This design comes from an exercise in tuning for small area and a short achievable clock period on the open sky130 flow, not from production work. Function was checked by simulation only, so behaviour that the tests miss may differ from the original. Power and IR drop assume default switching activity.

## run 1
==> flow/design.v (excerpt) <==
module cpu (
    input  logic        clk,
    input  logic        a_reset_n,
    output logic [11:0] imem_addr,
    input  logic [31:0] imem_rdata,
    output logic [30:0] dmem_addr,
    output logic        dmem_we,
    output logic [31:0] dmem_wdata,
    input  logic [31:0] dmem_rdata
);
Size: about 52,000 µm² of cells after synthesis.
Settings: LEC_CHECK=0, CAP_MARGIN=20, CORE_MARGIN=2, CORE_UTILIZATION=50, CTS_BUF_LIST=sky130_fd_sc_hd__clkbuf_8, CTS_CLUSTER_DIAMETER=50, CTS_CLUSTER_SIZE=16, SLEW_MARGIN=20, SYNTH_HIERARCHICAL=1, SYNTH_MINIMUM_KEEP_SIZE=0, TNS_END_PERCENT=20; clock period 14.0 ns.
standard.sh (not shown) runs the stock make flow with config.mk's settings and CLKGATE_MAP_FILE= SYNTH_SCRIPT=/design/flow/synth_recipe.tcl, a recipe that flattens the netlist after the stock synthesis.
==> flow/flow/run.sh <==
#!/bin/bash
# The standard layout, except that:
#  - the port buffers are plain buffers (buf_4) rather than the delay buffers
#    buffer_ports picks by default, so that timing repair can size them;
#  - clock tree synthesis adds no dummy loads.
set -euo pipefail
CTS="-sink_clustering_enable -repair_clock_nets -dont_use_dummy_load"
CTS="$CTS -sink_clustering_size 16 -sink_clustering_max_diameter 50"
CTS="$CTS -buf_list sky130_fd_sc_hd__clkbuf_8"
export BUFFER_PORTS_ARGS="-buffer_cell sky130_fd_sc_hd__buf_4"
export CTS_ARGS="$CTS"
bash standard.sh BUFFER_PORTS_ARGS="$BUFFER_PORTS_ARGS" CTS_ARGS="$CTS" SETUP_SLACK_MARGIN=5.5 finish > standard.log 2>&1
Having completed the whole flow, run 1 delivered a layout that passed the timing, DRC and antenna checks.
## Diff of input files: run 2 against run 1
Settings: changing CTS_CLUSTER_SIZE from 16 to 12; changing CTS_CLUSTER_DIAMETER from 50 to 45; changing TNS_END_PERCENT from 20 to 5.
--- a/flow/flow/run.sh
+++ b/flow/flow/run.sh
@@ -6,7 +6,7 @@
 set -euo pipefail
 CTS="-sink_clustering_enable -repair_clock_nets -dont_use_dummy_load"
-CTS="$CTS -sink_clustering_size 16 -sink_clustering_max_diameter 50"
+CTS="$CTS -sink_clustering_size 12 -sink_clustering_max_diameter 45"
 CTS="$CTS -buf_list sky130_fd_sc_hd__clkbuf_8"
 export BUFFER_PORTS_ARGS="-buffer_cell sky130_fd_sc_hd__buf_4"
 export CTS_ARGS="$CTS"
-bash standard.sh BUFFER_PORTS_ARGS="$BUFFER_PORTS_ARGS" CTS_ARGS="$CTS" SETUP_SLACK_MARGIN=5.5 finish > standard.log 2>&1
+bash standard.sh BUFFER_PORTS_ARGS="$BUFFER_PORTS_ARGS" CTS_ARGS="$CTS" SETUP_SLACK_MARGIN=6 finish > standard.log 2>&1
Findings:
Delta (run 2 minus run 1): net total in the final layout went up about 0.4%, half-perimeter wire length after placement went down about 0.9%, total power of the final layout went up about 1.8%, clock tree cell share of total cell area went up 0.21 points.
When the final numbers for run 2 and run 1 were put side by side, the sequential share of layout area turned out to be greater in run 1.
Met3 wire length, run 2 vs run 1: down by a few percent
Between run 1 and run 2, the flow reports via count increasing slightly.
Changes observed in run 2 relative to run 1: count of clock-buffer cells in the layout shows an increase of 11; non-clock buffer count went up by 2.4%.
Summary of run 2 over run 1: post-detailed-routing wire length has increased; largest net degree at the start of global routing has decreased.
Relative to run 2, the following input files were edited for run 3:
Settings: TNS_END_PERCENT now 20, was 5.
--- outcome ---
- Against run 2, run 3 reports a worst setup slack that is lower.
- As far as number of iterations in the first detailed-routing pass goes, run 3 and run 2 are indistinguishable; the numbers are identical.
- Sort run 2 and run 3 by portion of the layout cell area used by non-clock buffers asc -> top: run 2
- Diff run 2 and run 3: relative area change from synthesis to final layout lower in run 2
- Summary of run 3 over run 2: via count picked up an extra about 0.6%, critical path's largest stage delay level, non-clock buffer count grew by 20, layout filler cell count down 0.55%.
- Re register-to-register path setup slack: run 2 and run 3 aren't equal, and the lower value belongs to run 3.
- Taking run 2 as the reference, in run 3 final area +about 0.8%; remaining max-slew budget at the tightest pin -1.1 points.

==> afterwards: timing with drivers on the ports <==
No port has a modelled driver above. Below, the same layouts with a new extraction and two added sets of constraints.
Step 1, drivers: a clkbuf_16 drives clk and a buf_2 each remaining input, both assumed.
Step 2 moves the port delays by t, midway between the first and last clock arrival at a register: inputs arrive t later, outputs are due t later. That takes back most of the time a late clock gives input paths.
Slacks: no drivers / after step 1 / after step 2; pairs: no drivers / after step 1.
run	t, ns	setup WS [ns]	pins driven straight from the clock port
run 1	0.838	5.370 / 5.321 / 4.702	1
run 2	0.848	5.382 / 5.317 / 5.193	1
run 3	0.849	5.358 / 5.175 / 5.124	1
After both steps every run listed still meets setup and hold. The setup slack of run 1, which loses most, moves by -0.049 ns with the drivers and by -0.668 ns with both steps.
